This design comes from an exercise in tuning for small area on the open sky130 flow, not from production work.
Function was checked by simulation only, so behaviour that the tests miss may differ from the original.

==> flow/design.v (excerpt) <==
module mf_alu #(parameter WIDTH = 16) (
    input clk,     
    input rst_n,   
    input signed [WIDTH-1:0] a1, a2, b1, b2,
    input op, is_complex, use_cop,
    output logic signed [WIDTH-1:0] out1, out2
);
  wire cx = is_complex;
  wire rd = op & ~is_complex;
  wire n1 = a2[0] ^ op;
  wire n2 = a2[1] ^ op;
  wire n3 = a2[2] ^ op;
  wire n4 = a2[3] ^ op;
  wire n5 = a2[4] ^ op;
  wire n6 = a2[5] ^ op;
  wire n7 = a2[6] ^ op;
  wire n8 = a2[7] ^ op;
  wire n9 = a2[8] ^ op;
  wire n10 = a2[9] ^ op;
  wire n11 = a2[10] ^ op;
  wire n12 = a2[11] ^ op;
  wire n13 = a2[12] ^ op;
  wire n14 = a2[13] ^ op;
  wire n15 = a2[14] ^ op;
  wire n16 = a2[15] ^ op;
  wire s17 = a1[0] ^ n1 ^ op;
  wire c18 = (a1[0] & n1) | (a1[0] & op) | (n1 & op);
  wire s19 = a1[1] ^ n2 ^ c18;
  wire c20 = (a1[1] & n2) | (a1[1] & c18) | (n2 & c18);
  wire s21 = a1[2] ^ n3 ^ c20;
  wire c22 = (a1[2] & n3) | (a1[2] & c20) | (n3 & c20);
  wire s23 = a1[3] ^ n4 ^ c22;
  wire c24 = (a1[3] & n4) | (a1[3] & c22) | (n4 & c22);
  wire s25 = a1[4] ^ n5 ^ c24;
  wire c26 = (a1[4] & n5) | (a1[4] & c24) | (n5 & c24);
  wire s27 = a1[5] ^ n6 ^ c26;
  wire c28 = (a1[5] & n6) | (a1[5] & c26) | (n6 & c26);
  wire s29 = a1[6] ^ n7 ^ c28;
  wire c30 = (a1[6] & n7) | (a1[6] & c28) | (n7 & c28);
  wire s31 = a1[7] ^ n8 ^ c30;
  wire c32 = (a1[7] & n8) | (a1[7] & c30) | (n8 & c30);
  wire s33 = a1[8] ^ n9 ^ c32;
  wire c34 = (a1[8] & n9) | (a1[8] & c32) | (n9 & c32);
  wire s35 = a1[9] ^ n10 ^ c34;
  wire c36 = (a1[9] & n10) | (a1[9] & c34) | (n10 & c34);
  wire s37 = a1[10] ^ n11 ^ c36;
  wire c38 = (a1[10] & n11) | (a1[10] & c36) | (n11 & c36);
  ...
Size in the first run: roughly 3800 cells after synthesis, roughly 100 I/O pins, ~27000 sq um of cells after synthesis.
export LEC_CHECK = 0
export ABC_AREA = 1
export CAP_MARGIN = 20
export CORE_MARGIN = 2
export CORE_UTILIZATION = 45
export CTS_CLUSTER_DIAMETER = 300
export CTS_CLUSTER_SIZE = 64
export SLEW_MARGIN = 20
create_clock -name core_clock -period 70.0 [get_ports {clk}]
standard.sh (not shown) runs the stock make flow with config.mk's settings and CLKGATE_MAP_FILE= SYNTH_SCRIPT=/design/flow/synth_recipe.tcl, a recipe that flattens the netlist after the stock synthesis.
==> flow/flow/run.sh <==
#!/bin/bash
# Standard synthesis, then a netlist clean-up, then the standard layout.
#  1. the standard synthesis (standard.sh) up to 1_2_yosys.v
#  2. fa_flip.py: complement full-adder cells where that removes inverters
#  3. reabc.ys: re-map the logic between adders and flip-flops for area with ABC
#     (adders, flip-flops and tie cells are kept as they are)
#  4. the rest of the standard layout from the new netlist
set -euo pipefail
here=$(pwd)
res=$here/orfs/results/$FLOW_PLATFORM/mf_alu/base
lib=$FLOW_HOME/platforms/$FLOW_PLATFORM/lib/sky130_fd_sc_hd__tt_025C_1v80.lib

bash standard.sh $res/1_2_yosys.v > synth_standard.log 2>&1
cp $res/1_2_yosys.v $here/netlist_standard.v

python3 flow/fa_flip.py $here/netlist_standard.v $here/netlist_flip.v > fa_flip.log 2>&1

sed -e "s#@LIB@#$lib#g" -e "s#@IN@#$here/netlist_flip.v#g" -e "s#@OUT@#$here/netlist_reabc.v#g" \
    -e "s#@ABC@#$here/flow/area.abc#g" flow/reabc.ys > reabc_run.ys
yosys -s reabc_run.ys > yosys_reabc.log 2>&1
python3 flow/check_netlist.py $here/netlist_standard.v $here/netlist_reabc.v > check_netlist.log 2>&1

cp $here/netlist_reabc.v $res/1_2_yosys.v
touch $res/1_2_yosys.v
bash standard.sh "BUFFER_PORTS_ARGS=-buffer_cell sky130_fd_sc_hd__buf_1" finish > layout_standard.log 2>&1
==> flow/flow/area.abc <==
strash; dch; map -a; strash; dch; map -a; strash; dch; map -a; topo; stime -c
==> flow/flow/fa_flip.py <==
#!/usr/bin/env python3
"""Remove inverters around full-adder cells in a mapped Yosys netlist.

A full adder is self-dual: FA(~a, ~b, ~c) = (~cout, ~sum). Yosys's extract_fa
often leaves a cell with inverted inputs and outputs. This pass collapses all
inverters, chooses for each fa cell whether to complement it, and re-inserts
one inverter per net that still needs the complement.

usage: fa_flip.py in.v out.v
"""
import re
import sys

INV = re.compile(r"sky130_fd_sc_hd__(inv|clkinv)_\d+$")
FA = re.compile(r"sky130_fd_sc_hd__fa_\d+$")
OUTPINS = {"X", "Y", "SUM", "COUT", "Q", "Q_N", "HI", "LO"}

src = open(sys.argv[1]).read()
m = re.search(r"^module\s+(\w+)\s*\((.*?)\);(.*?)^endmodule", src, re.S | re.M)
head_end = m.start(3)
body = m.group(3)

cell_re = re.compile(r"^\s*(sky130_fd_sc_hd__\w+)\s+(\S+)\s*\((.*?)\);\s*$", re.S | re.M)
cells = []
decls = []
pos = 0
for cm in cell_re.finditer(body):
    decls.append(body[pos:cm.start()])
    pos = cm.end()
    pins = [(p, n.strip()) for p, n in re.findall(r"\.(\w+)\(([^()]*)\)", cm.group(3))]
    cells.append([cm.group(1), cm.group(2), pins])
tail = body[pos:]
decl_text = "".join(decls)
assert "assign" not in decl_text and "assign" not in tail, "assign statements not supported"

ports = set()
for d in re.findall(r"^\s*(?:input|output)\s+(?:\[(\d+):(\d+)\]\s+)?(\w+);", decl_text, re.M):
    if d[0]:
        for i in range(int(d[1]), int(d[0]) + 1):
            ports.add(f"{d[2]}[{i}]")
    else:
        ports.add(d[2])
outports = set()
for d in re.findall(r"^\s*output\s+(?:\[(\d+):(\d+)\]\s+)?(\w+);", decl_text, re.M):
    if d[0]:
        for i in range(int(d[1]), int(d[0]) + 1):
            outports.add(f"{d[2]}[{i}]")
    else:
        outports.add(d[2])

# inverters that can be collapsed: output not a port
invmap = {}  # out net -> in net
for typ, name, pins in cells:
    if INV.match(typ):
        pd = dict(pins)
        if pd["Y"] not in outports:
            invmap[pd["Y"]] = pd["A"]


def root(n):
    p = 0
    while n in invmap:
        n = invmap[n]
        p ^= 1
    return n, p


driver = {}
for ci, (typ, name, pins) in enumerate(cells):
    for p, n in pins:
        if p in OUTPINS:
            driver[n] = ci

keep = [ci for ci, (typ, name, pins) in enumerate(cells)
        if not (INV.match(typ) and dict(pins)["Y"] in invmap)]
isfa = {ci: bool(FA.match(cells[ci][0])) for ci in keep}
flip = {ci: 0 for ci in keep}

# load list: (cell, pinidx, root, pol)
loads = {}
cellins = {ci: [] for ci in keep}
for ci in keep:
    typ, name, pins = cells[ci]
    for k, (p, n) in enumerate(pins):
        if p in OUTPINS:
            continue
        r, pol = root(n)
        loads.setdefault(r, []).append((ci, k, pol))
        cellins[ci].append(r)
# output ports driven through collapsed inverters are kept (not in invmap)


def drvflip(r):
    ci = driver.get(r)
    if ci is None or ci not in flip:
        return 0
    return flip[ci]


def cost(r):
    fd = drvflip(r)
    for ci, k, pol in loads.get(r, []):
        if pol ^ flip[ci] ^ fd:
            return 1
    return 0


def touched(ci):
    rs = set(cellins[ci])
    for p, n in cells[ci][2]:
        if p in OUTPINS:
            rs.add(n)
    return rs


base = sum(cost(r) for r in loads)
changed = True
it = 0
while changed and it < 50:
    changed = False
    it += 1
    for ci in keep:
        if not isfa[ci]:
            continue
        rs = touched(ci)
        before = sum(cost(r) for r in rs)
        flip[ci] ^= 1
        after = sum(cost(r) for r in rs)
        if after < before:
            changed = True
        else:
            flip[ci] ^= 1
final = sum(cost(r) for r in loads)
ninv = sum(1 for typ, name, pins in cells if INV.match(typ))
print(f"fa_flip: inverters before {ninv}, collapsed-net need {base}, after flipping {final}, "
      f"flipped {sum(flip.values())} fa cells", file=sys.stderr)

# rewrite
def esc(n):
    return n + " " if n.startswith("\\") else n


newnets = []
out = []
negname = {}
for r in loads:
    if cost(r):
        nn = "_faflip_n%d_" % len(negname)
        negname[r] = nn
        newnets.append(nn)
for ci in keep:
    typ, name, pins = cells[ci]
    newpins = []
    for p, n in pins:
        if p in OUTPINS:
            newpins.append((p, n))
        else:
            r, pol = root(n)
            need = pol ^ flip[ci] ^ drvflip(r)
            newpins.append((p, negname[r] if need else r))
    out.append(f"  {typ} {name} (\n" + ",\n".join(f"    .{p}({esc(n)})" for p, n in newpins) + "\n  );\n")
for i, (r, nn) in enumerate(negname.items()):
    out.append(f"  sky130_fd_sc_hd__inv_1 _faflip_inv{i}_ (\n    .A({esc(r)}),\n    .Y({nn})\n  );\n")
newdecl = "".join(f"  wire {n};\n" for n in newnets)
res = src[:head_end] + decl_text + newdecl + "".join(out) + tail + src[m.end(3):]
open(sys.argv[2], "w").write(res)
Other scripts of this flow, unchanged in this note and not shown: flow/flow/check_netlist.py, flow/flow/reabc.ys
Next try:
--- a/flow/flow/run.sh
+++ b/flow/flow/run.sh
@@ -5,5 +5,6 @@
 #  3. reabc.ys: re-map the logic between adders and flip-flops for area with ABC
 #     (adders, flip-flops and tie cells are kept as they are)
-#  4. the rest of the standard layout from the new netlist
+#  4. the rest of the standard layout from the new netlist, with the smallest
+#     buffer (buf_1) on each input and output port
 set -euo pipefail
 here=$(pwd)
==> flow/flow/area.abc (replaced) <==
strash; dch; amap; strash; dch; amap; topo; stime -c
--- a/flow/flow/fa_flip.py
+++ b/flow/flow/fa_flip.py
@@ -5,5 +5,6 @@
 often leaves a cell with inverted inputs and outputs. This pass collapses all
 inverters, chooses for each fa cell whether to complement it, and re-inserts
-one inverter per net that still needs the complement.
+one inverter per net that still needs the complement. ABC re-maps the logic
+around the adders afterwards (reabc.ys).
 
 usage: fa_flip.py in.v out.v
@@ -75,5 +76,7 @@
         if not (INV.match(typ) and dict(pins)["Y"] in invmap)]
 isfa = {ci: bool(FA.match(cells[ci][0])) for ci in keep}
-flip = {ci: 0 for ci in keep}
+# start from every full adder complemented (partial products then come from NAND gates),
+# then improve greedily
+flip = {ci: (1 if isfa[ci] else 0) for ci in keep}
 
 # load list: (cell, pinidx, root, pol)
- CTS_BUF_LIST: default -> sky130_fd_sc_hd__clkbuf_8
- CTS_CLUSTER_DIAMETER: 300 -> default
- CTS_CLUSTER_SIZE: 64 -> default
Routed wire length increases by 3.1%.
Clock-buffer cell count increases by 1.
Worst setup slack improved by 120 ps.
First-iteration DRC count increases by 10%.
Via count increases by 6.5%.
Synthesized cell count decreases by 2.4%.
Next try:
- GPL_TIMING_DRIVEN: default -> 0
Effect:
- routed wire length goes down by 4.9%
- clock-buffer cell count is unchanged
- cell area came out higher by 2.0%
- cell count stays flat
- setup slack is worse by 580 ps
- die area stays the same
Next try:
--- a/flow/flow/run.sh
+++ b/flow/flow/run.sh
@@ -5,6 +5,5 @@
 #  3. reabc.ys: re-map the logic between adders and flip-flops for area with ABC
 #     (adders, flip-flops and tie cells are kept as they are)
-#  4. the rest of the standard layout from the new netlist, with the smallest
-#     buffer (buf_1) on each input and output port
+#  4. the rest of the standard layout from the new netlist
 set -euo pipefail
 here=$(pwd)
==> flow/flow/area.abc (replaced) <==
strash; dch; map -a; strash; dch; map -a; strash; dch; map -a; topo; stime -c
--- a/flow/flow/fa_flip.py
+++ b/flow/flow/fa_flip.py
@@ -5,6 +5,5 @@
 often leaves a cell with inverted inputs and outputs. This pass collapses all
 inverters, chooses for each fa cell whether to complement it, and re-inserts
-one inverter per net that still needs the complement. ABC re-maps the logic
-around the adders afterwards (reabc.ys).
+one inverter per net that still needs the complement.
 
 usage: fa_flip.py in.v out.v
@@ -76,7 +75,5 @@
         if not (INV.match(typ) and dict(pins)["Y"] in invmap)]
 isfa = {ci: bool(FA.match(cells[ci][0])) for ci in keep}
-# start from every full adder complemented (partial products then come from NAND gates),
-# then improve greedily
-flip = {ci: (1 if isfa[ci] else 0) for ci in keep}
+flip = {ci: 0 for ci in keep}
 
 # load list: (cell, pinidx, root, pol)
- CTS_BUF_LIST: sky130_fd_sc_hd__clkbuf_8 -> default
- GPL_TIMING_DRIVEN: 0 -> default
Effect: Setup slack improved by 460 ps. Non-clock buffer count went down by 21. Count of clock-buffer cells in the layout falls by 1. Area after synthesis is higher by 5.0%. Wire length went up by 2.0%. Maximum frequency goes up by 0.72%. Design area rises by 1.1%. Global-route usage hardly moves. Via count goes down by 4.4%. Cell count climbs by 1.6%.

separate check: timing with driven ports:
No port has a modelled driver above. Below, the same layouts with a new extraction and two added sets of constraints. Step 1 sets driving cells, clkbuf_16 on the clock port and buf_2 on the other inputs (assumed; they add their load-dependent delay and slew). Step 2 times the ports against the registers' clock, not the clock port: input delays grow and output delays shrink by t, the midpoint of the rising clock arrivals with the driver on. a / b / c = no drivers / after step 1 / after step 2; a / b = the first two.
| run | shift t [ns] | slack for setup (ns) | clock arrival spread, ns | worst data-port slew with drivers (ns) | pins driven straight from the clock port |
|---|---|---|---|---|---|
| the first run | 0.393 | 6.117 / 6.143 / 5.750 | 0.008 / 0.008 | 0.03 | 1 |
| the second run | 0.395 | 6.232 / 6.194 / 5.799 | 0.014 / 0.014 | 0.11 | 1 |
| the third run | 0.379 | 5.656 / 5.644 / 5.266 | 0.017 / 0.017 | 0.13 | 1 |
| the fourth run | 0.393 | 6.117 / 6.143 / 5.750 | 0.008 / 0.008 | 0.03 | 1 |
After both steps setup and hold are still met in every run listed. For the second run, which loses most, drivers alone change the setup slack by -0.038 ns; drivers and shift together by -0.433 ns.
